From an optimization exercise on the open Yosys and OpenROAD flow, aimed at small area; shortcuts taken in it are not production practice.
In this exercise RTL edits were held to simulation tests only and were not proved equivalent to the original.
Power and IR drop assume default switching activity.

==> flow/design.v, too long to show whole: its modules and the start of the top module <==
// module matrix_register: 22 lines
// module matrix_registers: 1068 lines
// module matrix_sequencer: 80 lines
// module matrix_timer: 48 lines
// module matrix_crc16: 41 lines
// module matrix_crc5: 30 lines
// module matrix_buffered_crc16: 91 lines
// module matrix_buffered_crc5: 91 lines
// module matrix_txshiftreg: 46 lines
// module matrix_rxshiftreg: 189 lines
// module matrix_pieenc: 51 lines
// module matrix_txPieEncShiftReg: 88 lines
// module matrix_txPieEncFrameSync: 108 lines
// module matrix_txPieEncPreamble: 140 lines
// module matrix_inventory: 285 lines
// module matrix_inv_select: 247 lines
// module matrix_inv_query: 114 lines
// module matrix_top: 217 lines
module matrix_top(mtxDataIn, mtxAddress, mtxRw, mtxCs, mtxClk, mtxReset, mtxDataOut,
                  irq_reg, SeqState, tx_ShiftPIEOut,
                  int_o
                  );
  // ...
==> flow/run.sh <==
#!/bin/bash
# synth_recipe.tcl (not shown) runs the flow's synth.tcl, then flattens the netlist and writes it again
# the make line also repeats each setting of config.mk as NAME=value (left out here)
make -C /OpenROAD-flow-scripts/flow DESIGN_CONFIG=/design/flow/config.mk WORK_HOME=/design/flow/orfs CLKGATE_MAP_FILE= SYNTH_SCRIPT=/design/flow/synth_recipe.tcl finish
==> flow/config.mk <==
export PLATFORM = sky130hd
export DESIGN_NAME = matrix_top
export DESIGN_NICKNAME = matrix_top
export VERILOG_FILES = /design/flow/design.v
export SDC_FILE = /design/flow/constraint.sdc
export NUM_CORES = 4
export LEC_CHECK = 0
export CAP_MARGIN = 20
export CORE_MARGIN = 2
export CORE_UTILIZATION = 40
export SLEW_MARGIN = 20
==> flow/constraint.sdc <==
create_clock -name core_clock -period 10.0 [get_ports {mtxClk}]
set_input_delay 2.0000 -clock core_clock [delete_from_list [all_inputs] [get_ports {mtxClk}]]
set_output_delay 2.0000 -clock core_clock [all_outputs]
set_load 0.01 [all_outputs]
==> impl_metrics.toml, run 1 <==
[cells_and_area]
seq_share_pct = 47.0
final_nets = 7691
area.sequential_um2 = 46000
largest_class = "sequential cells"
n_all_inverters = 89
seq_cells = 1835
layout_commonest_cell = "dfrtp_1"
stdcell_area_um2 = 97900
antenna_cells = 9
largest_reg_flops = 256

[route]
dr.pass1.iters = 8
wl_met2_um = 148000
drt-total-wl_um = 331000
drc = 0
top_layer = "met5"

[floorplan]
dieHeight_um = 470
dieWidth_um = 470
pin_count = 118

[synthesis]
synthSimpleGateAreaFrac_pct = 10.3
synthTopCellsByCount = "dfrtp_1, mux2_2, nand2_1"
synth_top_cell_area_share_pct = 51.7
synth_xor_xnor_area_share_pct = 1.39

[global_routing]
grt_pass1_wl_um = 479000
grt_usage_pct = 29.4
grt.busiest_layer = "met2"

[min_path]
holdCritPathClass = "flip-flop to flip-flop"
holdPathEnd = "mtxbufcrc161.mtxcrc161.Crc16Out[4]"

[place]
dpl.hpwl_um = 216000
dp_cells = 10238
placed_area_um2 = 91200

[clock_network]
post-cts-setup-buffers = 0
cts.sinks = 1835
cts_buffers = 196

[worst_setup_path]
reg2reg_from = "mtxinv1.mtxinvselect1.SelectState[4]"
r2r_cells = 8
crit_end = "mtxDataOut[22]"
r2r-end = "mtxbufcrc161.BufCrc16[14]"
cp_data_arrival_time_ns = 7.00
critPathLaunch = "mtxAddress[3]"

[power]
p_seq_mw = 7.49
ir_worst_vdd_v = 0.000197
p_int_mw = 11.8

[outcome]
run_status = "timing/DRC/antenna clean"

[timing]
rsz0062_at_grt = "no"
==> module matrix_register, before the edit <==
module matrix_register(DataIn, DataOut, Write, Clk, Reset, SyncReset);
parameter WIDTH = 32;  
parameter RESET_VALUE = 0;
input [WIDTH-1:0] DataIn;
input Write;
input Clk;
input Reset;
input SyncReset;
output [WIDTH-1:0] DataOut;
reg    [WIDTH-1:0] DataOut;
always @ (posedge Clk or posedge Reset)
begin
  if(Reset)
    DataOut<= RESET_VALUE;
  else
  if(SyncReset)
    DataOut<= RESET_VALUE;
  else
  if(Write)                          
    DataOut<= DataIn;
end
endmodule    
==> module matrix_sequencer, before the edit <==
module matrix_sequencer(Clk, Reset, SeqState, r_ExecHostCmd, s_RstHostCmd, h_StartHInvRound, h_EndHinvRound
                        );
parameter Tp = 1;
input Clk;
input Reset;
output [4:0] SeqState;
input [3:0] r_ExecHostCmd; 
output s_RstHostCmd;
output h_StartHInvRound;
input h_EndHinvRound;
reg s_RstHostCmd;
parameter [4:0]          
          HST_IDLE     = 5'b00001,
          HST_FILTER   = 5'b00010,
          HST_INV      = 5'b00100,
          HST_REQRN    = 5'b01000,
          HST_ACCESS   = 5'b10000;
reg [4:0] SeqState, next_state;
wire r_ExecHostCmdOn;
assign r_ExecHostCmdOn = (r_ExecHostCmd == 4'b1000)    |
                         (r_ExecHostCmd == 4'b1001) |
                         (r_ExecHostCmd == 4'b1010)    |
                         (r_ExecHostCmd == 4'b1011)     |
                         (r_ExecHostCmd == 4'b1100); 
assign h_StartHInvRound = (SeqState == HST_INV);
always @(posedge Clk or posedge Reset)
begin
   if (Reset)
      s_RstHostCmd <= 1'b0;
   else
      s_RstHostCmd <= r_ExecHostCmdOn;
end
always @(posedge Clk or posedge Reset)
begin
   if(Reset)
      begin
         SeqState <= HST_IDLE; 
      end
   else
      SeqState <= next_state;
end
always @(SeqState or r_ExecHostCmd or h_EndHinvRound)   
begin
   next_state = SeqState;
	case(SeqState)
       HST_IDLE:
          begin
              if (r_ExecHostCmd == 4'b1000)
                  next_state = HST_FILTER;
              else if (r_ExecHostCmd == 4'b1001)
						next_state = HST_INV;
              else if (r_ExecHostCmd == 4'b1010)
                  next_state = HST_IDLE;
              else if (r_ExecHostCmd == 4'b1011)
                  next_state = HST_IDLE;
              else if (r_ExecHostCmd == 4'b1100)
                  next_state = HST_IDLE;
          end
       HST_FILTER:
          begin
          end
       HST_INV:
          begin
              if(h_EndHinvRound)
					begin
                 next_state = HST_IDLE;
					end
          end
       HST_REQRN:
          begin
          end
       HST_ACCESS:
          begin
          end
       default:
          begin
          end
   endcase
end
endmodule
==> module matrix_inventory, before the edit <==
module matrix_inventory(Clk, Reset, h_StartHInvRound, h_EndHinvRound, 
                        r_CmdReg, r_CmdPntReg, r_CmdCntReg, r_BigData, r_InvBigDataSel,
                        tx_InvShiftDataIn, tx_InvShiftBitCnt, tx_InvShiftLoad, tx_InvShiftStart, tx_InvShiftEmpty,
                        p_InvFrameSyncLoad, p_InvFrameSyncStart, p_InvFrameSyncDone, 
                        p_InvPreambleLoad, p_InvPreambleStart, p_InvPreambleDone,
                        rx_RN16Received, rx_CollisionDetected, tx_InvStartCRC16Tr, BufCrc16Out, tx_InvFinalShiftLoadErase,
                        r_LnkTimer1, r_LnkTimer2, r_LnkTimer3, r_LnkTimer4,
                        r_DR_Ratio, tx_InvStartCRC5Tr, BufCrc5Out, TagDataType
                        );
parameter Tp = 1;
input Clk;
input Reset;
input h_StartHInvRound;
output h_EndHinvRound;
input [31:0] r_CmdReg;
input [31:0] r_CmdPntReg;
input [31:0] r_CmdCntReg;
input [255:0] r_BigData;
output [1:0] r_InvBigDataSel;
output [31:0] tx_InvShiftDataIn;
output [7:0] tx_InvShiftBitCnt;
output tx_InvShiftLoad;
output tx_InvShiftStart;
input tx_InvShiftEmpty;
output p_InvFrameSyncLoad;
output p_InvFrameSyncStart;
input p_InvFrameSyncDone;
output p_InvPreambleLoad;
output p_InvPreambleStart;
input p_InvPreambleDone;
input rx_RN16Received;
input rx_CollisionDetected;
output tx_InvStartCRC16Tr;
input [15:0] BufCrc16Out;
output tx_InvFinalShiftLoadErase;
input [15:0] r_LnkTimer1;
input [15:0] r_LnkTimer2;
input [15:0] r_LnkTimer3;
input [15:0] r_LnkTimer4;
input [12:0] r_DR_Ratio;
output tx_InvStartCRC5Tr;
input [4:0] BufCrc5Out;
output TagDataType;
wire [1:0] MuxTimer;
wire TimerStart;
wire [15:0] TimerIn;
wire TimedOut;
parameter [1:0]
          MUX_LT_1               = 2'b00,
          MUX_LT_2               = 2'b01,
          MUX_LT_3               = 2'b10,
          MUX_LT_4               = 2'b11;
parameter [23:0]                  
          INVST_IDLE             = 24'h000001,
          INVST_SELECT           = 24'h000002,
          INVST_SELECTIMER       = 24'h000004,
          INVST_QUERY            = 24'h000008, 
          INVST_QUERYSENT        = 24'h000010,
          INVST_RN16RCVDTIMER    = 24'h000020,
          INVST_ACK              = 24'h000040,
          INVST_ACKTIMER         = 24'h000080,
          INVST_T3TIMER          = 24'h000100,
          INVST_T3TIMER2         = 24'h000200, 
          INVST_QUERYREP         = 24'h000400, 
          INVST_QUERYREPSENT     = 24'h000800, 
          INVST_QUERYREPSENTIMER = 24'h001000,
          INVST_PCEPC            = 24'h002000, 
          INVST_PCEPCTIMER       = 24'h004000,
          INVST_PCEPCRCVD        = 24'h008000, 
          INVST_PCEPCRCVDTIMER   = 24'h010000,
          INVST_NAK              = 24'h020000, 
          INVST_NAKSENT          = 24'h040000,
          INVST_COLLISION        = 24'h080000,
          INVST_QUERYADJ         = 24'h100000,
          INVST_QUERYADJSENT     = 24'h200000,
          INVST_QUERYADJSENTIMER = 24'h400000,
          INVST_FAILURE_RCVRY    = 24'h800000;
reg [14:0] InvState, invnext_state;
reg [14:0] PrevInvState;
wire StartSelect;
wire [1:0] SelectDone;
wire StartQuery;
wire [1:0] QueryDone;
wire StartQueryAdjust;
wire StartQueryRep;
wire StartACK;
wire StartNAK;
assign h_EndHinvRound =  (PrevInvState == INVST_QUERYREP) & (InvState == INVST_IDLE);
assign StartSelect = (InvState == INVST_SELECT);
assign StartQuery = (InvState == INVST_QUERY);
assign TimerStart = (InvState == INVST_SELECTIMER) | (InvState == INVST_QUERYSENT);   
assign MuxTimer = (InvState == INVST_SELECTIMER) ? MUX_LT_4:
                  ((InvState == INVST_QUERYSENT) ? MUX_LT_1 : MUX_LT_2);
assign TagDataType = (InvState == INVST_PCEPC | InvState == INVST_PCEPCTIMER) ? 1'b1 : 1'b0;
always @(posedge Clk or posedge Reset)
begin
   if(Reset)
      begin
         InvState <= INVST_IDLE;
         PrevInvState <= INVST_IDLE;
      end
   else
      begin
          PrevInvState <= InvState;
          InvState <= invnext_state;
      end
end
always @(InvState or h_StartHInvRound or SelectDone or TimedOut or QueryDone or rx_RN16Received or 
         rx_CollisionDetected)  
begin
   invnext_state = InvState;
	case(InvState)
       INVST_IDLE:
          begin
              if(h_StartHInvRound)
                 invnext_state = INVST_SELECT;
          end
       INVST_SELECT:
          begin
              if(SelectDone == 2'b10)
                 begin
                    invnext_state = INVST_SELECTIMER;
                 end 
              else
              if(SelectDone == 2'b11)
                 invnext_state = INVST_FAILURE_RCVRY;
          end
       INVST_SELECTIMER:
          begin
              if(TimedOut)
                 begin
                    invnext_state = INVST_QUERY;  
                 end
          end
       INVST_QUERY:
          begin
              if(QueryDone == 2'b10)
                 begin
                    invnext_state = INVST_QUERYSENT;
                 end 
              else
              if(QueryDone == 2'b11)
                 invnext_state = INVST_FAILURE_RCVRY;
          end
       INVST_QUERYSENT:
          begin
              if(rx_RN16Received)
                 begin
                    invnext_state = INVST_RN16RCVDTIMER;
                 end
              else
              if(rx_CollisionDetected)
                 begin
                    invnext_state = INVST_QUERYREP;
                 end
              else
              if(TimedOut)
                 begin
                    invnext_state = INVST_T3TIMER;  
                 end
          end    
       INVST_RN16RCVDTIMER:
          begin
          end
       INVST_ACK:
          begin
          end
       INVST_ACKTIMER:
          begin
          end
       INVST_T3TIMER:
          begin
          end
       INVST_T3TIMER2:
          begin
          end
       INVST_QUERYREP:
          begin
          end
       INVST_QUERYREPSENT:
          begin
          end
       INVST_QUERYREPSENTIMER:
          begin
          end
       INVST_PCEPC:
          begin
          end
       INVST_PCEPCTIMER:
          begin
          end
       INVST_PCEPCRCVD:
          begin
          end
       INVST_PCEPCRCVDTIMER:
          begin
          end
       INVST_NAK:
          begin
          end
       INVST_NAKSENT:
          begin
          end
       INVST_COLLISION:
          begin
          end
       INVST_QUERYADJ:
          begin
          end
       INVST_QUERYADJSENT:
          begin
          end
       INVST_QUERYADJSENTIMER:
          begin
          end
       INVST_FAILURE_RCVRY:
          begin
          end
       default:
          begin
          end
   endcase
end
wire [1:0] r_SelBigDataSel;
wire [31:0] tx_SelShiftDataIn;
wire [7:0] tx_SelShiftBitCnt;
wire tx_SelShiftLoad;
wire tx_SelShiftStart;
wire p_SelFrameSyncLoad;
wire p_SelFrameSyncStart;
wire p_SelPreambleLoad;
wire p_SelPreambleStart;
wire tx_SelFinalShiftLoadErase;
wire [31:0] tx_QueryShiftDataIn;
wire [7:0] tx_QueryShiftBitCnt;
wire tx_QueryShiftLoad;
wire tx_QueryShiftStart;
wire p_QueryFrameSyncLoad;
wire p_QueryFrameSyncStart;
wire p_QueryPreambleLoad;
wire p_QueryPreambleStart;
wire tx_QueryFinalShiftLoadErase;
assign r_InvBigDataSel     = r_SelBigDataSel;     
assign tx_InvShiftDataIn   = tx_SelShiftDataIn   | tx_QueryShiftDataIn;
assign tx_InvShiftBitCnt   = tx_SelShiftBitCnt   | tx_QueryShiftBitCnt;  
assign tx_InvShiftLoad     = tx_SelShiftLoad     | tx_QueryShiftLoad; 
assign tx_InvShiftStart    = tx_SelShiftStart    | tx_QueryShiftStart;
assign p_InvFrameSyncLoad  = p_SelFrameSyncLoad  | p_QueryFrameSyncLoad; 
assign p_InvFrameSyncStart = p_SelFrameSyncStart | p_QueryFrameSyncStart;  
assign p_InvPreambleLoad   = p_SelPreambleLoad   | p_QueryPreambleLoad;
assign p_InvPreambleStart  = p_SelPreambleStart  | p_QueryPreambleStart;
assign tx_InvFinalShiftLoadErase = tx_SelFinalShiftLoadErase | tx_QueryFinalShiftLoadErase;
wire tx_SelStartCRC16Tr;
assign tx_InvStartCRC16Tr = tx_SelStartCRC16Tr;  
matrix_inv_select mtxinvselect1
(
.Clk(Clk),                                .Reset(Reset),                                 .StartSelect(StartSelect), 
.SelectDone(SelectDone),                  .r_CmdReg(r_CmdReg),                           .r_CmdPntReg(r_CmdPntReg), 
.r_CmdCntReg(r_CmdCntReg),                .r_BigData(r_BigData),                         .r_SelBigDataSel(r_SelBigDataSel),
.tx_SelShiftDataIn(tx_SelShiftDataIn),    .tx_SelShiftBitCnt(tx_SelShiftBitCnt),         .tx_SelShiftLoad(tx_SelShiftLoad), 
.tx_SelShiftStart(tx_SelShiftStart),      .tx_SelShiftEmpty(tx_InvShiftEmpty),           .p_SelFrameSyncLoad(p_SelFrameSyncLoad), 
.p_SelFrameSyncStart(p_SelFrameSyncStart),.p_SelFrameSyncDone(p_InvFrameSyncDone),       .p_SelPreambleLoad(p_SelPreambleLoad),
.p_SelPreambleStart(p_SelPreambleStart),  .tx_SelStartCRC16Tr(tx_SelStartCRC16Tr),       .BufCrc16Out(BufCrc16Out),
.tx_SelFinalShiftLoadErase(tx_SelFinalShiftLoadErase)
);
wire tx_QueryStartCRC5Tr;
assign tx_InvStartCRC5Tr = tx_QueryStartCRC5Tr;  
matrix_inv_query mtxinvquery1
(
.Clk(Clk),                                .Reset(Reset),                                 .StartQuery(StartQuery), 
.QueryDone(QueryDone),                    .r_DR_Ratio(r_DR_Ratio),                       .tx_QueryShiftDataIn(tx_QueryShiftDataIn), 
.tx_QueryShiftBitCnt(tx_QueryShiftBitCnt),.tx_QueryShiftLoad(tx_QueryShiftLoad),         .tx_QueryShiftStart(tx_QueryShiftStart), 
.tx_QueryShiftEmpty(tx_InvShiftEmpty),    .p_QueryPreambleLoad(p_QueryPreambleLoad),     .p_QueryPreambleStart(p_QueryPreambleStart), 
.p_QueryPreambleDone(p_InvPreambleDone),  .p_QueryFrameSyncLoad(p_QueryFrameSyncLoad),   .p_QueryFrameSyncStart(p_QueryFrameSyncStart),
.tx_QueryStartCRC5Tr(tx_QueryStartCRC5Tr),.BufCrc5Out(BufCrc5Out),                       .tx_QueryFinalShiftLoadErase(tx_QueryFinalShiftLoadErase)
);
assign TimerIn = (MuxTimer == MUX_LT_1)  ? r_LnkTimer1 :
                 ((MuxTimer == MUX_LT_2) ? r_LnkTimer2 :
                 ((MuxTimer == MUX_LT_3) ? r_LnkTimer3 : r_LnkTimer4));
matrix_timer mtxinvtimer1
(
.Clk(Clk),                                 .Reset(Reset),                                .TimerIn(TimerIn), 
.TimerStart(TimerStart),                   .TimedOut(TimedOut)
);
endmodule
==> module matrix_top, before the edit <==
module matrix_top(mtxDataIn, mtxAddress, mtxRw, mtxCs, mtxClk, mtxReset, mtxDataOut,
                  irq_reg, SeqState, tx_ShiftPIEOut,
                  int_o
                  );
parameter Tp = 1;
input [31:0] mtxDataIn;
input [7:0] mtxAddress;
input mtxRw;
input [3:0] mtxCs;
input mtxClk;
input mtxReset;
output [31:0] mtxDataOut;
wire [15:0] r_HCSR_HostInvNumber;
wire r_HCSR_FilterOpStatus;
wire r_HCSR_InvOpStatus;
wire r_HCSR_AccessOpStatus;
wire i_Crc16_error_irq;
wire i_Fltr_match_irq;
wire i_Tx_error_irq;
wire i_Rx_error_irq;
wire i_Host_purge_cmplt_irq;
wire i_Host_access_cmplt_irq;
wire i_Host_inv_cmplt_irq;
wire i_Host_flt_cmplt_irq;
wire i_Seq_stall_irq;
wire i_Cb_ovf_irq;
wire i_Fdb_ovf_irq;
wire s_RstHostCmd;
input [31:0] irq_reg;
assign i_Crc16_error_irq = irq_reg[10];
assign i_Fltr_match_irq = irq_reg[9];
assign i_Tx_error_irq = irq_reg[8];
assign i_Rx_error_irq = irq_reg[7];
assign i_Host_purge_cmplt_irq = irq_reg[6];
assign i_Host_access_cmplt_irq = irq_reg[5];
assign i_Host_inv_cmplt_irq = irq_reg[4];
assign i_Host_flt_cmplt_irq = irq_reg[3];
assign i_Seq_stall_irq = irq_reg[2];
assign i_Cb_ovf_irq = irq_reg[1];
assign i_Fdb_ovf_irq = irq_reg[0];
output [4:0] SeqState;
output tx_ShiftPIEOut;
wire [3:0] r_ExecHostCmd;
output int_o;
wire [1:0] r_TxRxModer_TxModType;
wire r_TxRxModer_FHSS_E;
wire r_TxRxModer_RxTrExt;
wire [1:0]r_TxRxModer_RxM;
wire r_TxRxModer_RxModType;
wire r_TxRxModer_ScanMode;
wire [15:0] r_Data0Len;
wire [15:0] r_Data1Len;
wire [15:0] r_PiePWLen;
wire [15:0] r_RTCalLen;
wire [15:0] r_TRCalLen;
wire [12:0] r_DR_Ratio;
wire [31:0] r_LnkFreq;
wire [7:0] r_ChanNum;
wire [15:0] r_LnkTimer1;
wire [15:0] r_LnkTimer2;
wire [15:0] r_LnkTimer3;
wire [15:0] r_LnkTimer4;
wire [31:0] r_RplyTimer;
wire [31:0] r_CmdReg;
wire [31:0] r_CmdPntReg;
wire [31:0] r_CmdCntReg;
wire [15:0] r_HndlReg;
wire r_FltrOpReg_BufferOp;
wire r_FltrOpReg_HostOp;
wire r_FltrOpReg_IntOp;
wire r_FltrOpReg_StickyOp; 
wire r_FltrOpReg_PhraseOp;
wire [1:0] r_FltrOpReg_LogicOp; 
wire [7:0] r_FltrCntReg;
wire r_DfltFltrOpReg_BufferOp;
wire r_DfltFltrOpReg_HostOp;
wire r_DfltFltrOpReg_IntOp;
wire r_DfltFltrOpReg_StickyOp;
wire r_PhyCSR_TxCW;
wire r_PwrManReg_Onoff;
wire r_TxRxCtrlReg_Tx_E;
wire r_TxRxCtrlReg_Rx_E;
wire [255:0] r_BigData;
wire [1:0] r_BigDataSel;
wire [15:0] r_Delimiter;
matrix_registers mtxreg1
(
.DataIn(mtxDataIn),                      .Address(mtxAddress),                           .Rw(mtxRw), 
.Cs(mtxCs),                              .Clk(mtxClk),                                   .Reset(mtxReset), 
.DataOut(mtxDataOut),                    .r_HCSR_HostInvNumber(r_HCSR_HostInvNumber),    .r_HCSR_FilterOpStatus(r_HCSR_FilterOpStatus),
.r_HCSR_InvOpStatus(r_HCSR_InvOpStatus), .r_HCSR_AccessOpStatus(r_HCSR_AccessOpStatus),  .s_RstHostCmd(s_RstHostCmd),
.r_ExecHostCmd(r_ExecHostCmd),
.int_o(int_o),                           
.i_Crc16_error_irq(i_Crc16_error_irq),   .i_Fltr_match_irq(i_Fltr_match_irq),            .i_Tx_error_irq(i_Tx_error_irq),         
.i_Rx_error_irq(i_Rx_error_irq),         .i_Host_purge_cmplt_irq(i_Host_purge_cmplt_irq),.i_Host_access_cmplt_irq(i_Host_access_cmplt_irq),
.i_Host_inv_cmplt_irq(i_Host_inv_cmplt_irq),.i_Host_flt_cmplt_irq(i_Host_flt_cmplt_irq), .i_Seq_stall_irq(i_Seq_stall_irq),
.i_Cb_ovf_irq(i_Cb_ovf_irq),              .i_Fdb_ovf_irq(i_Fdb_ovf_irq),
.r_TxRxModer_TxModType(r_TxRxModer_TxModType),.r_TxRxModer_FHSS_E(r_TxRxModer_FHSS_E),   .r_TxRxModer_RxTrExt(r_TxRxModer_RxTrExt),
.r_TxRxModer_RxM(r_TxRxModer_RxM),        .r_TxRxModer_RxModType(r_TxRxModer_RxModType), .r_TxRxModer_ScanMode(r_TxRxModer_ScanMode),
.r_Data0Len(r_Data0Len),                  .r_Data1Len(r_Data1Len),                       .r_PiePWLen(r_PiePWLen), 
.r_RTCalLen(r_RTCalLen),                  .r_TRCalLen(r_TRCalLen),                       .r_DR_Ratio(r_DR_Ratio), 
.r_LnkFreq(r_LnkFreq),                    .r_ChanNum(r_ChanNum),                         .r_LnkTimer1(r_LnkTimer1), 
.r_LnkTimer2(r_LnkTimer2),                .r_LnkTimer3(r_LnkTimer3),                     .r_LnkTimer4(r_LnkTimer4), 
.r_RplyTimer(r_RplyTimer), 
.r_CmdReg(r_CmdReg),                      .r_CmdPntReg(r_CmdPntReg),                     .r_CmdCntReg(r_CmdCntReg), 
.r_HndlReg(),                             .r_FltrOpReg_BufferOp(),                       .r_FltrOpReg_HostOp(), 
.r_FltrOpReg_IntOp(r_FltrOpReg_IntOp),    .r_FltrOpReg_StickyOp(r_FltrOpReg_StickyOp),   .r_FltrOpReg_PhraseOp(r_FltrOpReg_PhraseOp), 
.r_FltrOpReg_LogicOp(r_FltrOpReg_LogicOp),.r_FltrCntReg(r_FltrCntReg),                   .r_DfltFltrOpReg_BufferOp(r_DfltFltrOpReg_BufferOp), 
.r_DfltFltrOpReg_HostOp(r_DfltFltrOpReg_HostOp),.r_DfltFltrOpReg_IntOp(r_DfltFltrOpReg_IntOp),.r_DfltFltrOpReg_StickyOp(r_DfltFltrOpReg_StickyOp),
.r_PhyCSR_TxCW(r_PhyCSR_TxCW),            .r_PwrManReg_Onoff(r_PwrManReg_Onoff),         .r_TxRxCtrlReg_Tx_E(r_TxRxCtrlReg_Tx_E), 
.r_TxRxCtrlReg_Rx_E(r_TxRxCtrlReg_Rx_E),  .r_BigData(r_BigData),                         .r_BigDataSel(r_BigDataSel),
.r_Delimiter(r_Delimiter)
);
wire h_StartHInvRound;
wire h_EndHinvRound;
matrix_sequencer mtxseq1
(
.Clk(mtxClk),                             .Reset(mtxReset),                              .SeqState(SeqState),
.r_ExecHostCmd(r_ExecHostCmd),            .s_RstHostCmd(s_RstHostCmd),                   .h_StartHInvRound(h_StartHInvRound), 
.h_EndHinvRound(h_EndHinvRound)
);
wire [1:0] r_InvBigDataSel;
wire [31:0] tx_InvShiftDataIn;
wire [7:0] tx_InvShiftBitCnt;
wire tx_InvShiftLoad;
wire tx_InvShiftStart;
wire p_InvFrameSyncLoad; 
wire p_InvFrameSyncStart;
wire p_InvPreambleLoad; 
wire p_InvPreambleStart;
wire rx_RN16Received; 
wire rx_CollisionDetected;
assign rx_RN16Received = 1'b0;
assign rx_CollisionDetected = 1'b0;
wire tx_ShiftEmpty;
wire p_FrameSyncDone;
wire p_PreambleDone;
wire tx_InvFinalShiftLoadErase;
assign r_BigDataSel = r_InvBigDataSel;  
wire tx_InvStartCRC16Tr;
wire [15:0] BufCrc16Out;
wire tx_InvStartCRC5Tr;
wire [4:0] BufCrc5Out;
wire TagDataType;
matrix_inventory mtxinv1
(
.Clk(mtxClk),                             .Reset(mtxReset),                              .h_StartHInvRound(h_StartHInvRound), 
.h_EndHinvRound(h_EndHinvRound),          .r_CmdReg(r_CmdReg),                           .r_CmdPntReg(r_CmdPntReg), 
.r_CmdCntReg(r_CmdCntReg),                .r_BigData(r_BigData),                         .r_InvBigDataSel(r_InvBigDataSel),
.tx_InvShiftDataIn(tx_InvShiftDataIn),    .tx_InvShiftBitCnt(tx_InvShiftBitCnt),         .tx_InvShiftLoad(tx_InvShiftLoad), 
.tx_InvShiftStart(tx_InvShiftStart),      .tx_InvShiftEmpty(tx_ShiftEmpty),              .p_InvFrameSyncLoad(p_InvFrameSyncLoad), 
.p_InvFrameSyncStart(p_InvFrameSyncStart),.p_InvFrameSyncDone(p_FrameSyncDone),          .p_InvPreambleLoad(p_InvPreambleLoad), 
.p_InvPreambleStart(p_InvPreambleStart),  .p_InvPreambleDone(p_PreambleDone),            .rx_RN16Received(rx_RN16Received), 
.rx_CollisionDetected(rx_CollisionDetected),.tx_InvStartCRC16Tr(tx_InvStartCRC16Tr),     .BufCrc16Out(BufCrc16Out),
.tx_InvFinalShiftLoadErase(tx_InvFinalShiftLoadErase), .r_LnkTimer1(r_LnkTimer1),        .r_LnkTimer2(r_LnkTimer2), 
.r_LnkTimer3(r_LnkTimer3),                .r_LnkTimer4(r_LnkTimer4),                     .r_DR_Ratio(r_DR_Ratio),
.tx_InvStartCRC5Tr(tx_InvStartCRC5Tr),    .BufCrc5Out(BufCrc5Out),                       .TagDataType(TagDataType)
);
wire [31:0] tx_ShiftDataIn;
wire [7:0] tx_ShiftBitCnt;
wire tx_ShiftLoad;
wire tx_ShiftStart;
wire tx_ShiftOut;
wire tx_ShiftPIEOut;
wire tx_FinalShiftLoadErase;
assign tx_ShiftDataIn = tx_InvShiftDataIn;  
assign tx_ShiftBitCnt = tx_InvShiftBitCnt;
assign tx_ShiftLoad = tx_InvShiftLoad;
assign tx_ShiftStart = tx_InvShiftStart;
assign tx_FinalShiftLoadErase = tx_InvFinalShiftLoadErase;
wire tx_LoadPIE;
wire tx_StartPIE;
wire tx_ShiftNextBitToPIE;
wire p_FrameSyncLoad;
wire p_FrameSyncStart;
wire p_PreambleLoad;
wire p_PreambleStart; 
matrix_txshiftreg mtxtxshiftreg1
(
.Clk(mtxClk),                             .Reset(mtxReset),                              .tx_ShiftDataIn(tx_ShiftDataIn), 
.tx_ShiftBitCnt(tx_ShiftBitCnt),          .tx_ShiftLoad(tx_ShiftLoad),                   .tx_ShiftStart(tx_ShiftStart), 
.tx_ShiftEmpty(tx_ShiftEmpty),            .tx_ShiftOut(tx_ShiftOut),                     .tx_LoadPIE(tx_LoadPIE),
.tx_StartPIE(tx_StartPIE),                .tx_ShiftNextBitToPIE(tx_ShiftNextBitToPIE),   .tx_FinalShiftLoadErase(tx_FinalShiftLoadErase)
);
assign p_FrameSyncLoad  = p_InvFrameSyncLoad;   
assign p_FrameSyncStart = p_InvFrameSyncStart;
assign p_PreambleLoad   = p_InvPreambleLoad;
assign p_PreambleStart  = p_InvPreambleStart; 
matrix_pieenc mtxpieenc1
(
.Clk(mtxClk),                             .Reset(mtxReset),                              .tx_ShiftOut(tx_ShiftOut), 
.tx_LoadPIE(tx_LoadPIE),                  .tx_StartPIE(tx_StartPIE),                     .tx_ShiftNextBitToPIE(tx_ShiftNextBitToPIE), 
.tx_ShiftPIEOut(tx_ShiftPIEOut),          .r_Data0Len(r_Data0Len),                       .r_Data1Len(r_Data1Len), 
.r_PiePWLen(r_PiePWLen),                  .r_RTCalLen(r_RTCalLen),                       .r_TRCalLen(r_TRCalLen), 
.r_Delimiter(r_Delimiter),                .p_FrameSyncLoad(p_FrameSyncLoad),             .p_FrameSyncStart(p_FrameSyncStart), 
.p_FrameSyncDone(p_FrameSyncDone),        .p_PreambleLoad(p_PreambleLoad),               .p_PreambleStart(p_PreambleStart), 
.p_PreambleDone(p_PreambleDone)
);
wire StartCRC16Tr;
wire BufCrc16Error;
assign StartCRC16Tr = tx_InvStartCRC16Tr;  
matrix_buffered_crc16 mtxbufcrc161
(
.Clk(mtxClk),                            .Reset(mtxReset),                              .StartCRC16Tr(StartCRC16Tr), 
.c_ShiftDataIn(tx_ShiftDataIn),          .c_ShiftBitCnt(tx_ShiftBitCnt),                .c_ShiftLoad(tx_ShiftLoad), 
.BufCrc16Out(BufCrc16Out),               .BufCrc16Error(BufCrc16Error)
);
wire StartCRC5Tr;
wire BufCrc5Error;
assign StartCRC5Tr = tx_InvStartCRC5Tr;  
matrix_buffered_crc5 mtxbufcrc51
(
.Clk(mtxClk),                            .Reset(mtxReset),                              .StartCRC5Tr(StartCRC5Tr),
.c_ShiftDataIn(tx_ShiftDataIn),          .c_ShiftBitCnt(tx_ShiftBitCnt),                .c_ShiftLoad(tx_ShiftLoad), 
.BufCrc5Out(BufCrc5Out),                 .BufCrc5Error(BufCrc5Error) 
);
endmodule
==> run 2, diff against run 1 <==
==> flow/design.v (replaced) <==
`timescale 1ns / 1ns
`timescale 1ns / 1ns
module matrix_register(DataIn, DataOut, Write, Clk, Reset, Valid);
parameter WIDTH = 32;
input  [WIDTH-1:0] DataIn;
input              Write;
input              Clk;
input              Reset;
output [WIDTH-1:0] DataOut;
output             Valid;
reg    [WIDTH-1:0] DataOut;
reg                Valid;
always @ (posedge Clk)
begin
  if(Write)
    DataOut <= DataIn;
end
always @ (posedge Clk or posedge Reset)
begin
  if(Reset)
    Valid <= 1'b0;
  else
  if(Write)
    Valid <= 1'b1;
end
endmodule
module matrix_rregister(DataIn, DataOut, Write, Clk, Reset);
parameter WIDTH = 32;
input  [WIDTH-1:0] DataIn;
input              Write;
input              Clk;
input              Reset;
output [WIDTH-1:0] DataOut;
reg    [WIDTH-1:0] DataOut;
always @ (posedge Clk or posedge Reset)
begin
  if(Reset)
    DataOut <= {WIDTH{1'b0}};
  else
  if(Write)
    DataOut <= DataIn;
end
endmodule
`timescale 1ns / 1ns
module matrix_registers(DataIn, Address, Rw, Cs, Clk, Reset, DataOut, irq, int_o,
                        s_RstHostCmd, r_ExecHostCmd,
                        r_Data0Len, v_Data0Len, r_Data1Len, v_Data1Len, r_PiePWLen, v_PiePWLen,
                        r_RTCalLen, v_RTCalLen, r_TRCalLen, v_TRCalLen, r_Delimiter, v_Delimiter,
                        r_DR_Ratio, v_DR_Ratio, r_LnkTimer4, v_LnkTimer4,
                        r_CmdReg, v_CmdReg, r_CmdPntReg, v_CmdPntReg, r_CmdCntReg, v_CmdCntReg,
                        r_CmdData, v_CmdData
                        );
input  [31:0] DataIn;
input  [7:0]  Address;
input         Rw;
input  [3:0]  Cs;
input         Clk;
input         Reset;
output [31:0] DataOut;
input  [10:0] irq;
output        int_o;
input         s_RstHostCmd;
output [3:0]  r_ExecHostCmd;
output [15:0] r_Data0Len;   output v_Data0Len;
output [15:0] r_Data1Len;   output v_Data1Len;
output [15:0] r_PiePWLen;   output v_PiePWLen;
output [15:0] r_RTCalLen;   output v_RTCalLen;
output [15:0] r_TRCalLen;   output v_TRCalLen;
output [15:0] r_Delimiter;  output v_Delimiter;
output [12:0] r_DR_Ratio;   output v_DR_Ratio;
output [15:0] r_LnkTimer4;  output v_LnkTimer4;
output [31:0] r_CmdReg;     output v_CmdReg;
output [31:0] r_CmdPntReg;  output v_CmdPntReg;
output [7:0]  r_CmdCntReg;  output v_CmdCntReg;
output [255:0] r_CmdData;    
output [7:0]  v_CmdData;     
wire [3:0] Write = Cs & {4{Rw}};
wire       Read  = (|Cs) & ~Rw;
wire       W01   = Write[0] & Write[1];
wire       W0123 = W01 & Write[2] & Write[3];
wire [63:0] sel;
genvar g;
generate
  for (g = 0; g < 64; g = g + 1) begin : dec
    assign sel[g] = (Address == g);
  end
endgenerate
wire [15:0] hcsr0;  wire v_hcsr0;
wire [2:0]  hcsr1;
reg  [3:0]  hcsr2;
matrix_register  #(16) HCSR_0 (.DataIn(DataIn[15:0]),  .DataOut(hcsr0), .Write(W01 & sel[0]),      .Clk(Clk), .Reset(Reset), .Valid(v_hcsr0));
matrix_rregister #(3)  HCSR_1 (.DataIn(DataIn[18:16]), .DataOut(hcsr1), .Write(Write[2] & sel[0]), .Clk(Clk), .Reset(Reset));
always @ (posedge Clk or posedge Reset)
begin
  if(Reset)
    hcsr2 <= 4'h0;
  else
  if(s_RstHostCmd)
    hcsr2 <= 4'h0;
  else
  if(Write[3] & sel[0])
    hcsr2 <= DataIn[27:24];
end
assign r_ExecHostCmd = hcsr2;
wire [7:0] imsk0;
wire [2:0] imsk1;
matrix_rregister #(8) INT_MASK_0 (.DataIn(DataIn[7:0]),  .DataOut(imsk0), .Write(Write[0] & sel[2]), .Clk(Clk), .Reset(Reset));
matrix_rregister #(3) INT_MASK_1 (.DataIn(DataIn[10:8]), .DataOut(imsk1), .Write(Write[1] & sel[2]), .Clk(Clk), .Reset(Reset));
wire [10:0] imsk = {imsk1, imsk0};
reg [10:0] isrc;
wire [10:0] isrc_clr = {{3{Write[1] & sel[1]}}, {8{Write[0] & sel[1]}}} & DataIn[10:0];
integer i;
always @ (posedge Clk or posedge Reset)
begin
  if(Reset)
    isrc <= 11'h0;
  else
    for (i = 0; i < 11; i = i + 1)
      if(irq[i])
        isrc[i] <= 1'b1;
      else
      if(isrc_clr[i])
        isrc[i] <= 1'b0;
end
assign int_o = |(isrc & imsk);
wire [7:0] TXRX_MODER_d; wire TXRX_MODER_v;
matrix_register #(8) TXRX_MODER (.DataIn(DataIn[7:0]), .DataOut(TXRX_MODER_d), .Write(Write[0] & sel[3]), .Clk(Clk), .Reset(Reset), .Valid(TXRX_MODER_v));
wire [15:0] DATA0LEN_d; wire DATA0LEN_v;
matrix_register #(16) DATA0LEN (.DataIn(DataIn[15:0]), .DataOut(DATA0LEN_d), .Write(W01 & sel[4]), .Clk(Clk), .Reset(Reset), .Valid(DATA0LEN_v));
wire [15:0] DATA1LEN_d; wire DATA1LEN_v;
matrix_register #(16) DATA1LEN (.DataIn(DataIn[15:0]), .DataOut(DATA1LEN_d), .Write(W01 & sel[5]), .Clk(Clk), .Reset(Reset), .Valid(DATA1LEN_v));
wire [15:0] PIEPWLEN_d; wire PIEPWLEN_v;
matrix_register #(16) PIEPWLEN (.DataIn(DataIn[15:0]), .DataOut(PIEPWLEN_d), .Write(W01 & sel[6]), .Clk(Clk), .Reset(Reset), .Valid(PIEPWLEN_v));
wire [15:0] RTCALLEN_d; wire RTCALLEN_v;
matrix_register #(16) RTCALLEN (.DataIn(DataIn[15:0]), .DataOut(RTCALLEN_d), .Write(W01 & sel[7]), .Clk(Clk), .Reset(Reset), .Valid(RTCALLEN_v));
wire [15:0] TRCALLEN_d; wire TRCALLEN_v;
matrix_register #(16) TRCALLEN (.DataIn(DataIn[15:0]), .DataOut(TRCALLEN_d), .Write(W01 & sel[8]), .Clk(Clk), .Reset(Reset), .Valid(TRCALLEN_v));
wire [12:0] DR_RATIO_d; wire DR_RATIO_v;
matrix_register #(13) DR_RATIO (.DataIn(DataIn[12:0]), .DataOut(DR_RATIO_d), .Write(W01 & sel[9]), .Clk(Clk), .Reset(Reset), .Valid(DR_RATIO_v));
wire [31:0] LNKFREQ_d; wire LNKFREQ_v;
matrix_register #(32) LNKFREQ (.DataIn(DataIn[31:0]), .DataOut(LNKFREQ_d), .Write(W0123 & sel[10]), .Clk(Clk), .Reset(Reset), .Valid(LNKFREQ_v));
wire [7:0] CHANNUM_d; wire CHANNUM_v;
matrix_register #(8) CHANNUM (.DataIn(DataIn[7:0]), .DataOut(CHANNUM_d), .Write(Write[0] & sel[11]), .Clk(Clk), .Reset(Reset), .Valid(CHANNUM_v));
wire [15:0] LNKTIMER1_d; wire LNKTIMER1_v;
matrix_register #(16) LNKTIMER1 (.DataIn(DataIn[15:0]), .DataOut(LNKTIMER1_d), .Write(W01 & sel[12]), .Clk(Clk), .Reset(Reset), .Valid(LNKTIMER1_v));
wire [15:0] LNKTIMER2_d; wire LNKTIMER2_v;
matrix_register #(16) LNKTIMER2 (.DataIn(DataIn[15:0]), .DataOut(LNKTIMER2_d), .Write(W01 & sel[13]), .Clk(Clk), .Reset(Reset), .Valid(LNKTIMER2_v));
wire [15:0] LNKTIMER3_d; wire LNKTIMER3_v;
matrix_register #(16) LNKTIMER3 (.DataIn(DataIn[15:0]), .DataOut(LNKTIMER3_d), .Write(Write[0] & sel[14]), .Clk(Clk), .Reset(Reset), .Valid(LNKTIMER3_v));
wire [15:0] LNKTIMER4_d; wire LNKTIMER4_v;
matrix_register #(16) LNKTIMER4 (.DataIn(DataIn[15:0]), .DataOut(LNKTIMER4_d), .Write(W01 & sel[15]), .Clk(Clk), .Reset(Reset), .Valid(LNKTIMER4_v));
wire [31:0] RPLYTIMER_d; wire RPLYTIMER_v;
matrix_register #(32) RPLYTIMER (.DataIn(DataIn[31:0]), .DataOut(RPLYTIMER_d), .Write(W0123 & sel[16]), .Clk(Clk), .Reset(Reset), .Valid(RPLYTIMER_v));
wire [31:0] CMDREG_d; wire CMDREG_v;
matrix_register #(32) CMDREG (.DataIn(DataIn[31:0]), .DataOut(CMDREG_d), .Write(W0123 & sel[17]), .Clk(Clk), .Reset(Reset), .Valid(CMDREG_v));
wire [31:0] CMDPNTREG_d; wire CMDPNTREG_v;
matrix_register #(32) CMDPNTREG (.DataIn(DataIn[31:0]), .DataOut(CMDPNTREG_d), .Write(W0123 & sel[18]), .Clk(Clk), .Reset(Reset), .Valid(CMDPNTREG_v));
wire [31:0] CMDCNTREG_d; wire CMDCNTREG_v;
matrix_register #(32) CMDCNTREG (.DataIn(DataIn[31:0]), .DataOut(CMDCNTREG_d), .Write(W0123 & sel[19]), .Clk(Clk), .Reset(Reset), .Valid(CMDCNTREG_v));
wire [15:0] HNDLREG_d; wire HNDLREG_v;
matrix_register #(16) HNDLREG (.DataIn(DataIn[15:0]), .DataOut(HNDLREG_d), .Write(W01 & sel[20]), .Clk(Clk), .Reset(Reset), .Valid(HNDLREG_v));
wire [7:0] FLTRCNTREG_d; wire FLTRCNTREG_v;
matrix_register #(8) FLTRCNTREG (.DataIn(DataIn[7:0]), .DataOut(FLTRCNTREG_d), .Write(Write[0] & sel[22]), .Clk(Clk), .Reset(Reset), .Valid(FLTRCNTREG_v));
wire [15:0] DELIMITER_d; wire DELIMITER_v;
matrix_register #(16) DELIMITER (.DataIn(DataIn[15:0]), .DataOut(DELIMITER_d), .Write(W01 & sel[49]), .Clk(Clk), .Reset(Reset), .Valid(DELIMITER_v));
wire [6:0] fltrop;
wire [3:0] dfltfltrop;
wire       phycsr, pwrman;
wire [2:0] txrxctrl;
matrix_rregister #(7) FLTROPREG     (.DataIn(DataIn[6:0]), .DataOut(fltrop),     .Write(Write[0] & sel[21]), .Clk(Clk), .Reset(Reset));
matrix_rregister #(4) DFLTFLTROPREG (.DataIn(DataIn[3:0]), .DataOut(dfltfltrop), .Write(Write[0] & sel[23]), .Clk(Clk), .Reset(Reset));
matrix_rregister #(1) PHYCSR        (.DataIn(DataIn[0]),   .DataOut(phycsr),     .Write(Write[0] & sel[46]), .Clk(Clk), .Reset(Reset));
matrix_rregister #(1) PWRMANREG     (.DataIn(DataIn[0]),   .DataOut(pwrman),     .Write(Write[0] & sel[47]), .Clk(Clk), .Reset(Reset));
matrix_rregister #(3) TXRXCTRLREG   (.DataIn(DataIn[2:0]), .DataOut(txrxctrl),   .Write(Write[0] & sel[48]), .Clk(Clk), .Reset(Reset));
wire [32*11-1:0] cmdata_d;  wire [10:0] cmdata_v;
wire [32*11-1:0] class_d;   wire [10:0] class_v;
generate
  for (g = 0; g < 11; g = g + 1) begin : big
    matrix_register #(32) CMDATAREG (.DataIn(DataIn), .DataOut(cmdata_d[32*g +: 32]), .Write(W0123 & sel[24 + g]),
                                     .Clk(Clk), .Reset(Reset), .Valid(cmdata_v[g]));
    matrix_register #(32) CLASSIFIEREG (.DataIn(DataIn), .DataOut(class_d[32*g +: 32]), .Write(W0123 & sel[35 + g]),
                                        .Clk(Clk), .Reset(Reset), .Valid(class_v[g]));
  end
endgenerate
wire [31:0] rd_vreg =
    ({32{Read & sel[0]  & v_hcsr0}}       & {16'h0, hcsr0})
  | ({32{Read & sel[3]  & TXRX_MODER_v}}  & {24'h0, TXRX_MODER_d})
  | ({32{Read & sel[4]  & DATA0LEN_v}}    & {16'h0, DATA0LEN_d})
  | ({32{Read & sel[5]  & DATA1LEN_v}}    & {16'h0, DATA1LEN_d})
  | ({32{Read & sel[6]  & PIEPWLEN_v}}    & {16'h0, PIEPWLEN_d})
  | ({32{Read & sel[7]  & RTCALLEN_v}}    & {16'h0, RTCALLEN_d})
  | ({32{Read & sel[8]  & TRCALLEN_v}}    & {16'h0, TRCALLEN_d})
  | ({32{Read & sel[9]  & DR_RATIO_v}}    & {19'h0, DR_RATIO_d})
  | ({32{Read & sel[10] & LNKFREQ_v}}     & LNKFREQ_d)
  | ({32{Read & sel[11] & CHANNUM_v}}     & {24'h0, CHANNUM_d})
  | ({32{Read & sel[12] & LNKTIMER1_v}}   & {16'h0, LNKTIMER1_d})
  | ({32{Read & sel[13] & LNKTIMER2_v}}   & {16'h0, LNKTIMER2_d})
  | ({32{Read & sel[14] & LNKTIMER3_v}}   & {16'h0, LNKTIMER3_d})
  | ({32{Read & sel[15] & LNKTIMER4_v}}   & {16'h0, LNKTIMER4_d})
  | ({32{Read & sel[16] & RPLYTIMER_v}}   & RPLYTIMER_d)
  | ({32{Read & sel[17] & CMDREG_v}}      & CMDREG_d)
  | ({32{Read & sel[18] & CMDPNTREG_v}}   & CMDPNTREG_d)
  | ({32{Read & sel[19] & CMDCNTREG_v}}   & CMDCNTREG_d)
  | ({32{Read & sel[20] & HNDLREG_v}}     & {16'h0, HNDLREG_d})
  | ({32{Read & sel[22] & FLTRCNTREG_v}}  & {24'h0, FLTRCNTREG_d})
  | ({32{Read & sel[49] & DELIMITER_v}}   & {16'h0, DELIMITER_d});
wire [31:0] rd_rreg =
    ({32{Read & sel[0]}}  & {4'h0, hcsr2, 5'h0, hcsr1, 16'h0})
  | ({32{Read & sel[1]}}  & {21'h0, isrc})
  | ({32{Read & sel[2]}}  & {21'h0, imsk})
  | ({32{Read & sel[21]}} & {25'h0, fltrop})
  | ({32{Read & sel[23]}} & {28'h0, dfltfltrop})
  | ({32{Read & sel[46]}} & {31'h0, phycsr})
  | ({32{Read & sel[47]}} & {31'h0, pwrman})
  | ({32{Read & sel[48]}} & {29'h0, txrxctrl});
reg [31:0] rd_big;
always @*
begin
  rd_big = 32'h0;
  for (i = 0; i < 11; i = i + 1)
    rd_big = rd_big | ({32{Read & sel[24 + i] & cmdata_v[i]}} & cmdata_d[32*i +: 32])
                    | ({32{Read & sel[35 + i] & class_v[i]}}  & class_d[32*i +: 32]);
end
assign DataOut = rd_vreg | rd_rreg | rd_big;
assign r_Data0Len  = DATA0LEN_d;   assign v_Data0Len  = DATA0LEN_v;
assign r_Data1Len  = DATA1LEN_d;   assign v_Data1Len  = DATA1LEN_v;
assign r_PiePWLen  = PIEPWLEN_d;   assign v_PiePWLen  = PIEPWLEN_v;
assign r_RTCalLen  = RTCALLEN_d;   assign v_RTCalLen  = RTCALLEN_v;
assign r_TRCalLen  = TRCALLEN_d;   assign v_TRCalLen  = TRCALLEN_v;
assign r_Delimiter = DELIMITER_d;  assign v_Delimiter = DELIMITER_v;
assign r_DR_Ratio  = DR_RATIO_d;   assign v_DR_Ratio  = DR_RATIO_v;
assign r_LnkTimer4 = LNKTIMER4_d;  assign v_LnkTimer4 = LNKTIMER4_v;
assign r_CmdReg    = CMDREG_d;     assign v_CmdReg    = CMDREG_v;
assign r_CmdPntReg = CMDPNTREG_d;  assign v_CmdPntReg = CMDPNTREG_v;
assign r_CmdCntReg = CMDCNTREG_d[7:0]; assign v_CmdCntReg = CMDCNTREG_v;
generate
  for (g = 0; g < 8; g = g + 1) begin : cmdout
    assign r_CmdData[255 - 32*g -: 32] = cmdata_d[32*g +: 32];
    assign v_CmdData[g] = cmdata_v[g];
  end
endgenerate
endmodule
`timescale 1ns / 1ns
module matrix_sequencer(Clk, Reset, SeqState, r_ExecHostCmd, s_RstHostCmd, h_Inv);
input        Clk;
input        Reset;
output [4:0] SeqState;
input  [3:0] r_ExecHostCmd;
output       s_RstHostCmd;
output       h_Inv;
reg s_RstHostCmd;
reg st_filter;
reg st_inv;
wire st_idle = ~(st_filter | st_inv);
wire r_ExecHostCmdOn = (r_ExecHostCmd == 4'b1000)    |
                       (r_ExecHostCmd == 4'b1001) |
                       (r_ExecHostCmd == 4'b1010)    |
                       (r_ExecHostCmd == 4'b1011)     |
                       (r_ExecHostCmd == 4'b1100);
always @(posedge Clk or posedge Reset)
begin
   if (Reset)
      begin
         s_RstHostCmd <= 1'b0;
         st_filter <= 1'b0;
         st_inv <= 1'b0;
      end
   else
      begin
         s_RstHostCmd <= r_ExecHostCmdOn;
         if (st_idle & (r_ExecHostCmd == 4'b1000))
            st_filter <= 1'b1;
         if (st_idle & (r_ExecHostCmd == 4'b1001))
            st_inv <= 1'b1;
      end
end
assign SeqState = {2'b00, st_inv, st_filter, st_idle};
assign h_Inv = st_inv;
endmodule
`timescale 1ns / 1ns
module matrix_inventory(Clk, Reset, h_Inv, tx_ShiftPIEOut,
                        r_Data0Len, v_Data0Len, r_Data1Len, v_Data1Len, r_PiePWLen, v_PiePWLen,
                        r_RTCalLen, v_RTCalLen, r_TRCalLen, v_TRCalLen, r_Delimiter, v_Delimiter,
                        r_DR_Ratio, v_DR_Ratio, r_LnkTimer4, v_LnkTimer4,
                        r_CmdReg, v_CmdReg, r_CmdPntReg, v_CmdPntReg, r_CmdCntReg, v_CmdCntReg,
                        r_CmdData, v_CmdData
                        );
input         Clk;
input         Reset;
input         h_Inv;
output        tx_ShiftPIEOut;
input [15:0]  r_Data0Len;   input v_Data0Len;
input [15:0]  r_Data1Len;   input v_Data1Len;
input [15:0]  r_PiePWLen;   input v_PiePWLen;
input [15:0]  r_RTCalLen;   input v_RTCalLen;
input [15:0]  r_TRCalLen;   input v_TRCalLen;
input [15:0]  r_Delimiter;  input v_Delimiter;
input [12:0]  r_DR_Ratio;   input v_DR_Ratio;
input [15:0]  r_LnkTimer4;  input v_LnkTimer4;
input [31:0]  r_CmdReg;     input v_CmdReg;
input [31:0]  r_CmdPntReg;  input v_CmdPntReg;
input [7:0]   r_CmdCntReg;  input v_CmdCntReg;
input [255:0] r_CmdData;    input [7:0] v_CmdData;
localparam [3:0] S_IDLE    = 4'd0,    
                 S_W1      = 4'd1,    
                 S_FSLOAD  = 4'd2,    
                 S_RUN     = 4'd3,    
                 S_SYMLOAD = 4'd4,    
                 S_TLOAD   = 4'd5,    
                 S_TIMER   = 4'd6,    
                 S_Q       = 4'd7,    
                 S_PRELOAD = 4'd8,    
                 S_DEAD    = 4'd9;    
localparam [1:0] M_FS = 2'd0, M_PRE = 2'd1, M_SYM = 2'd2;
localparam [2:0] SG_CMD = 3'd0, SG_PNT = 3'd1, SG_CNT = 3'd2, SG_MASK = 3'd3,
                 SG_TRUNC = 3'd4, SG_CRC16 = 3'd5, SG_QW = 3'd6, SG_CRC5 = 3'd7;
reg [3:0]  st;
reg        pie;
reg [1:0]  mode;
reg [2:0]  ph;       
reg [15:0] cnt;
reg [2:0]  seg;
reg [2:0]  k;        
reg [7:0]  j;        
reg [15:0] crc;
assign tx_ShiftPIEOut = pie;
wire [15:0] eD0  = r_Data0Len  & {16{v_Data0Len}};
wire [15:0] eD1  = r_Data1Len  & {16{v_Data1Len}};
wire [15:0] eP   = r_PiePWLen  & {16{v_PiePWLen}};
wire [15:0] eR   = r_RTCalLen  & {16{v_RTCalLen}};
wire [15:0] eT   = r_TRCalLen  & {16{v_TRCalLen}};
wire [15:0] eDLM = r_Delimiter & {16{v_Delimiter}};
wire [12:0] eDR  = r_DR_Ratio  & {13{v_DR_Ratio}};
wire [15:0] eLT4 = r_LnkTimer4 & {16{v_LnkTimer4}};
wire [31:0] eCMD = r_CmdReg    & {32{v_CmdReg}};
wire [31:0] ePNT = r_CmdPntReg & {32{v_CmdPntReg}};
wire [7:0]  eCNT = r_CmdCntReg & {8{v_CmdCntReg}};
wire [6:0] nzl = {|eP, |eT, |eP, |eR, |eP, |eD0, |eDLM};
wire [2:0] last = (mode == M_FS) ? 3'd4 : ((mode == M_PRE) ? 3'd6 : 3'd2);
wire       start = (ph == 3'd7);
wire       cnz = (|cnt) & ~start;
reg [2:0] nxt;
reg       nfound;
integer q;
always @*
begin
   nfound = 1'b0;
   nxt = 3'd0;
   for (q = 6; q >= 0; q = q - 1)
      if ((start | (q > ph)) & (q <= last) & nzl[q])
         begin
            nxt = q;
            nfound = 1'b1;
         end
end
wire [2:0] act   = cnz ? ph : nxt;
wire       found = cnz | nfound;
wire [2:0] mh = eCNT[7:5];
wire [4:0] ml = eCNT[4:0];
wire       cnt0 = (eCNT == 8'h00);
wire [7:0] mend = cnt0 ? 8'h20 : ((mh != k) ? 8'h00 : {3'b000, 5'd0 - ml});
wire       mlast = (mh == k) | (({1'b0, mh} == ({1'b0, k} + 4'd1)) & (ml == 5'd0));
wire       mbit = r_CmdData[{~k, j[4:0]}] & v_CmdData[k] & (j[7:5] == 3'b000);
wire [16:0] qword = {4'b1000, eDR};
function [4:0] crc5f;
   input [16:0] d;
   integer n;
   reg [4:0] c;
   reg f;
   begin
      c = 5'b01001;
      for (n = 16; n >= 0; n = n - 1)
         begin
            f = c[4] ^ d[n];
            c = {c[3:0], 1'b0} ^ {1'b0, f, 2'b00, f};
         end
      crc5f = c;
   end
endfunction
wire [4:0] crc5 = crc5f(qword);
reg b;
reg empty;
always @*
begin
   case (seg)
      SG_CMD, SG_TRUNC: b = eCMD[j[4:0]];
      SG_PNT:           b = ePNT[j[4:0]];
      SG_CNT:           b = eCNT[j[2:0]];
      SG_MASK:          b = mbit;
      SG_CRC16:         b = ~crc[j[3:0]];
      SG_QW:            b = qword[j[4:0]];
      default:          b = crc5[j[2:0]];
   endcase
   case (seg)
      SG_CMD:   empty = (j[4:0] == 5'd20);
      SG_MASK:  empty = (j == mend);
      SG_TRUNC: empty = 1'b1;
      default:  empty = (j == 8'h00);
   endcase
end
wire [4:0] ebvtop = ePNT[31] ? 5'd31 : (ePNT[23] ? 5'd23 : (ePNT[15] ? 5'd15 : 5'd7));
wire dur2  = (b ? (eD1 == 16'd1) : (eD0 == 16'd1)) & (eP == 16'd1);
wire n1    = (seg == SG_TRUNC) | ((seg == SG_MASK) & (j == 8'd31) & empty);
wire incl  = (seg <= SG_TRUNC) & ~((seg == SG_MASK) & cnt0) & ~(n1 & dur2);
wire fb    = crc[15] ^ b;
wire [15:0] crc_upd = {crc[14:0], 1'b0} ^ ({16{fb}} & 16'h1021);
reg [15:0] plen;
always @*
begin
   case (nxt)
      3'd0:    plen = eDLM;
      3'd1:    plen = eD0;
      3'd3:    plen = eR;
      3'd5:    plen = eT;
      default: plen = eP;
   endcase
end
reg [15:0] cur;
always @*
begin
   if (((st == S_RUN) & cnz) | (st == S_TIMER))
      cur = cnt;
   else
   if (st == S_SYMLOAD)
      cur = b ? eD1 : eD0;
   else
   if (st == S_TLOAD)
      cur = eLT4;
   else
      cur = plen;
end
wire [15:0] dec = cur - 16'd1;
wire        cur1 = (cur == 16'd1);
wire        done = found & (act == last) & cur1;
wire cmd_ok = (eCMD[4:0] == 5'b00101) & (eCMD[31:28] == 4'b1010);
always @(posedge Clk or posedge Reset)
begin
   if (Reset)
      begin
         st  <= S_IDLE;
         pie <= 1'b0;
      end
   else
      case (st)
         S_IDLE:    if (h_Inv) st <= S_W1;
         S_W1:      st <= cmd_ok ? S_FSLOAD : S_DEAD;
         S_FSLOAD:  begin st <= S_RUN; pie <= 1'b0; end
         S_PRELOAD: begin st <= S_RUN; pie <= 1'b0; end
         S_SYMLOAD: st <= S_RUN;
         S_TLOAD:   st <= (eLT4[15:1] == 15'd0) ? S_DEAD : S_TIMER;
         S_TIMER:   if (cur1) st <= S_Q;
         S_Q:       st <= S_PRELOAD;
         S_RUN:
            if (found)
               begin
                  if (done)
                     begin
                        if ((mode == M_SYM) & empty & (seg == SG_CRC16))
                           begin
                              pie <= 1'b0;
                              st <= S_TLOAD;
                           end
                        else
                        if ((mode == M_SYM) & empty & (seg == SG_CRC5))
                           begin
                              pie <= 1'b0;
                              st <= S_DEAD;
                           end
                        else
                           begin
                              pie <= 1'b1;
                              st <= S_SYMLOAD;
                           end
                     end
                  else
                     pie <= act[0];
               end
         default: ;
      endcase
end
always @(posedge Clk)
begin
   case (st)
      S_FSLOAD:
         begin
            mode <= M_FS;
            ph <= 3'd7;
            crc <= 16'hffff;
         end
      S_PRELOAD:
         begin
            mode <= M_PRE;
            ph <= 3'd7;
         end
      S_SYMLOAD:
         begin
            cnt <= dec;
            ph <= 3'd1;
         end
      S_TLOAD, S_TIMER:
         cnt <= dec;
      S_RUN:
         if (found)
            begin
               if (~done)
                  begin
                     ph <= act;
                     cnt <= dec;
                  end
               else
               if (mode == M_FS)
                  begin
                     mode <= M_SYM;
                     seg <= SG_CMD;
                     j <= 8'd31;
                  end
               else
               if (mode == M_PRE)
                  begin
                     mode <= M_SYM;
                     seg <= SG_QW;
                     j <= 8'd16;
                  end
               else
                  begin
                     if (incl)
                        crc <= crc_upd;
                     if (~empty)
                        j <= j - 8'd1;
                     else
                        case (seg)
                           SG_CMD:   begin seg <= SG_PNT;   j <= {3'b000, ebvtop}; end
                           SG_PNT:   begin seg <= SG_CNT;   j <= 8'd7; end
                           SG_CNT:   begin seg <= SG_MASK;  j <= 8'd31; k <= 3'd0; end
                           SG_MASK:
                              if (mlast)
                                 begin seg <= SG_TRUNC; j <= 8'd19; end
                              else
                                 begin j <= 8'd31; k <= k + 3'd1; end
                           SG_TRUNC: begin seg <= SG_CRC16; j <= 8'd15; end
                           SG_QW:    begin seg <= SG_CRC5;  j <= 8'd4; end
                           default: ;
                        endcase
                  end
            end
      default: ;
   endcase
end
endmodule
`timescale 1ns / 1ns
module matrix_top(mtxDataIn, mtxAddress, mtxRw, mtxCs, mtxClk, mtxReset, mtxDataOut,
                  irq_reg, SeqState, tx_ShiftPIEOut,
                  int_o
                  );
input  [31:0] mtxDataIn;
input  [7:0]  mtxAddress;
input         mtxRw;
input  [3:0]  mtxCs;
input         mtxClk;
input         mtxReset;
output [31:0] mtxDataOut;
input  [31:0] irq_reg;
output [4:0]  SeqState;
output        tx_ShiftPIEOut;
output        int_o;
wire [3:0]   r_ExecHostCmd;
wire         s_RstHostCmd;
wire         h_Inv;
wire [15:0]  r_Data0Len, r_Data1Len, r_PiePWLen, r_RTCalLen, r_TRCalLen, r_Delimiter, r_LnkTimer4;
wire         v_Data0Len, v_Data1Len, v_PiePWLen, v_RTCalLen, v_TRCalLen, v_Delimiter, v_LnkTimer4;
wire [12:0]  r_DR_Ratio;
wire         v_DR_Ratio;
wire [31:0]  r_CmdReg, r_CmdPntReg;
wire         v_CmdReg, v_CmdPntReg;
wire [7:0]   r_CmdCntReg;
wire         v_CmdCntReg;
wire [255:0] r_CmdData;
wire [7:0]   v_CmdData;
matrix_registers mtxreg1
(
.DataIn(mtxDataIn), .Address(mtxAddress), .Rw(mtxRw), .Cs(mtxCs), .Clk(mtxClk), .Reset(mtxReset),
.DataOut(mtxDataOut), .irq(irq_reg[10:0]), .int_o(int_o),
.s_RstHostCmd(s_RstHostCmd), .r_ExecHostCmd(r_ExecHostCmd),
.r_Data0Len(r_Data0Len), .v_Data0Len(v_Data0Len), .r_Data1Len(r_Data1Len), .v_Data1Len(v_Data1Len),
.r_PiePWLen(r_PiePWLen), .v_PiePWLen(v_PiePWLen), .r_RTCalLen(r_RTCalLen), .v_RTCalLen(v_RTCalLen),
.r_TRCalLen(r_TRCalLen), .v_TRCalLen(v_TRCalLen), .r_Delimiter(r_Delimiter), .v_Delimiter(v_Delimiter),
.r_DR_Ratio(r_DR_Ratio), .v_DR_Ratio(v_DR_Ratio), .r_LnkTimer4(r_LnkTimer4), .v_LnkTimer4(v_LnkTimer4),
.r_CmdReg(r_CmdReg), .v_CmdReg(v_CmdReg), .r_CmdPntReg(r_CmdPntReg), .v_CmdPntReg(v_CmdPntReg),
.r_CmdCntReg(r_CmdCntReg), .v_CmdCntReg(v_CmdCntReg), .r_CmdData(r_CmdData), .v_CmdData(v_CmdData)
);
matrix_sequencer mtxseq1
(
.Clk(mtxClk), .Reset(mtxReset), .SeqState(SeqState), .r_ExecHostCmd(r_ExecHostCmd),
.s_RstHostCmd(s_RstHostCmd), .h_Inv(h_Inv)
);
matrix_inventory mtxinv1
(
.Clk(mtxClk), .Reset(mtxReset), .h_Inv(h_Inv), .tx_ShiftPIEOut(tx_ShiftPIEOut),
.r_Data0Len(r_Data0Len), .v_Data0Len(v_Data0Len), .r_Data1Len(r_Data1Len), .v_Data1Len(v_Data1Len),
.r_PiePWLen(r_PiePWLen), .v_PiePWLen(v_PiePWLen), .r_RTCalLen(r_RTCalLen), .v_RTCalLen(v_RTCalLen),
.r_TRCalLen(r_TRCalLen), .v_TRCalLen(v_TRCalLen), .r_Delimiter(r_Delimiter), .v_Delimiter(v_Delimiter),
.r_DR_Ratio(r_DR_Ratio), .v_DR_Ratio(v_DR_Ratio), .r_LnkTimer4(r_LnkTimer4), .v_LnkTimer4(v_LnkTimer4),
.r_CmdReg(r_CmdReg), .v_CmdReg(v_CmdReg), .r_CmdPntReg(r_CmdPntReg), .v_CmdPntReg(v_CmdPntReg),
.r_CmdCntReg(r_CmdCntReg), .v_CmdCntReg(v_CmdCntReg), .r_CmdData(r_CmdData), .v_CmdData(v_CmdData)
);
endmodule
==> run 2 against run 1 <==
Compared with the run above: total power decreased by 26%; clock power decreased by 38%; worst setup slack improved by 0.16 ns; cell count decreased by 49%; register-to-register slack got worse by 2.3 ns; sequential share of layout area increased by 15 points; flip-flop and latch count decreased by 595; non-clock buffer count decreased by 82.
==> impl_metrics.toml, run 2 <==
[cells_and_area]
final_layout_size_suffix_gt1_share_pct = 15.4
reg_top3 = "mtxreg1.big.CLASSIFIEREG.DataOut (352), mtxreg1.big.CMDATAREG.DataOut (352)"
layout_commonest_cell = "edfxtp_1"
stdcell_area_um2 = 59700
area.sequential_um2 = 36800
num-fill-cells = 11273
multi_input_area_um2 = 14700
final_nets = 3653

[clock_network]
clockRootBuffer = "clkbuf_16"
postCtsHoldBufs = 0
cts_resized = 0
cts_buffers = 130
cts.sinks = 1240
htreeDepth = 4
clk_latency_ns = 0.78
path_clk_slew_ns = 0.06
post-cts-setup-buffers = 0

[floorplan]
core_area_um2 = 130000
pin_count = 118
die_area_um2 = 134000
dieWidth_um = 365
rows = 132
dieHeight_um = 365
start_util_pct = 40.3

[timing]
skew_ns = 0.0271
finalSetupViolCount = 0
setup_slack_ns = 1.16
fin_crit_ns = 8.84
fmax_mhz = 113
whs_ns = 0.457
hold_viol = 0
maxSlewHeadroom_pct = 16.6
rsz0062_at_grt = "no"

[place]
dp_slack_ns = 1.39
place_congestion = 0.988
placed_area_um2 = 55700
dpl.hpwl_um = 141000

[min_path]
holdCritPathClass = "flip-flop to flip-flop"
min_from = "mtxreg1.big[0].CLASSIFIEREG.Valid"

[synthesis]
syn_area_um2 = 52300
ys_types = 104
synth_top_cell_area_share_pct = 65.7
synth.avg_cell_area_um2 = 15.1
ys_seq_area_share_pct = 70.3
synthTopCellsByCount = "edfxtp_1, a22oi_1, clkbuf_1"
synth_most_common_cell = "edfxtp_1"
synth_cells = 3451
yosysWarnings = 12

[power]
ir_worst_vdd_v = 0.000153
leakagePower_nw = 19.5
p_int_mw = 8.61
switchingPower_mw = 2.70

[worst_setup_path]
critPathLaunch = "mtxCs[0]"
crit_type = "input port to primary output"
reg2reg_from = "mtxinv1.seg[1]"
critical_path_required_ns = 8.00
start_kind = "input port"
cp_max_fo = 22
cp_data_arrival_time_ns = 6.84

[global_routing]
grt_pass1_vias = 35438
grt_pass1_wl_um = 297000
grt_max_degree = 77
grt_usage_pct = 32.6

[route]
ant_nets = 0
dr.first_iter.drc_count = 7465
vias_per_cell = 6.97
drc = 0
drt-total-wl_um = 220000
wl_per_cell_um = 40.7
dr.pass1.iters = 9

[outcome]
run_status = "timing/DRC/antenna clean"
-- run 2: cell count changes after synthesis, moves of 66 or more --
cell / delta
o21ai_0: -407
clkbuf_1: -334
a22oi_1: -187
nand2_1: -505
a21oi_1: -128
nor2_1: -160
mux2_2: -1094
nor3_1: -149
o2bb2ai_1: -78
dfrtp_1: -1697
a22o_1: +66
mux2i_1: -242
edfxtp_1: +1144
a221oi_1: +94
-- run 2: worst paths after layout --
kind / endpoint / slack (ns) / cells past startpoint
hold reg to reg: mtxreg1.big[0].CLASSIFIEREG.Valid / 0.46 / 1
setup reg to reg: mtxinv1.crc[9] / 2.60 / 16
setup / recovery: mtxDataOut[0] / 1.16 / 9
hold / removal: mtxreg1.big[0].CLASSIFIEREG.Valid / 0.46 / 1
max in group asynchronous: mtxreg1.TXRX_MODER.Valid / 7.03 / 3
min in group asynchronous: mtxreg1.isrc[7] / 1.76 / 2
-- run 2: cells by family after synthesis --
family | after synthesis | share of synthesized area, %
other | 1 | 0.00717
XOR/XNOR | 53 | 1.02
buffers and inverters | 275 | 2.24
flip-flops | 1240 | 70.3
adder cells (fa/ha/maj) | 8 | 0.192
AND/OR/NAND/NOR | 781 | 7.83
AO/OA/AOI/OAI | 946 | 14.2
multiplexers | 147 | 4.19
-- run 2: layout make-up --
class / count / share of cell area (%)
clock inverters: 72 / 0.906
multi-input cells: 1937 / 24.6
inverters: 32 / 0.205
diodes: 7 / 0.0294
well taps: 1742 / 3.65
repair buffers: 225 / 3.22
clock buffers: 159 / 5.78
flip-flops and latches: 1240 / 61.6
-- run 2: worst max-delay path, cell delays in order --
cell and delay [ns]:
clkdlybuf4s50_1 0.53, o41ai_2 0.47, buf_4 0.32, nor2_1 0.25
and3_2 0.73, a222oi_1 1.08, o2111ai_1 0.21, or4_1 0.69
clkdlybuf4s50_1 0.53
-- run 2: power groups by stage --
stage | sequential [mW] | clock (mW) | combinational (mW)
5_1_grt | 5.84 | 4.85 | 0.885
6_report | 5.83 | 4.65 | 0.827
2_1_floorplan | 5.88 | 0 | 0.514
3_3_place_gp | 5.94 | 0 | 0.789
3_5_place_dp | 5.94 | 0 | 0.803
4_1_cts | 5.83 | 4.66 | 0.804
-- run 2: per-layer routing --
layer	GRT usage, %	vias to the layer above	share of wire (%)
li1	-	14499	-
met1	43.7	19184	36
met4	18.6	6	6.7
met3	9.89	700	14
met2	47.1	3363	43
met5	0	-	0.019
-- run 2: through the flow --
step | cells | total power, mW
detailed placement | 5176 | 6.74
CTS | 5407 | 11.3
global placement | 5176 | 6.73
global route | 5408 | 11.6
finish | 5414 | 11.3
floorplan | 3452 | 6.40

Check on run 2: ideal ports give 1.164 ns setup slack; a clkbuf_16 on the clock port and buf_2 on the inputs give 1.135 ns; moving port delays by the midpoint clock arrival (0.835 ns) as well gives 1.135 ns.
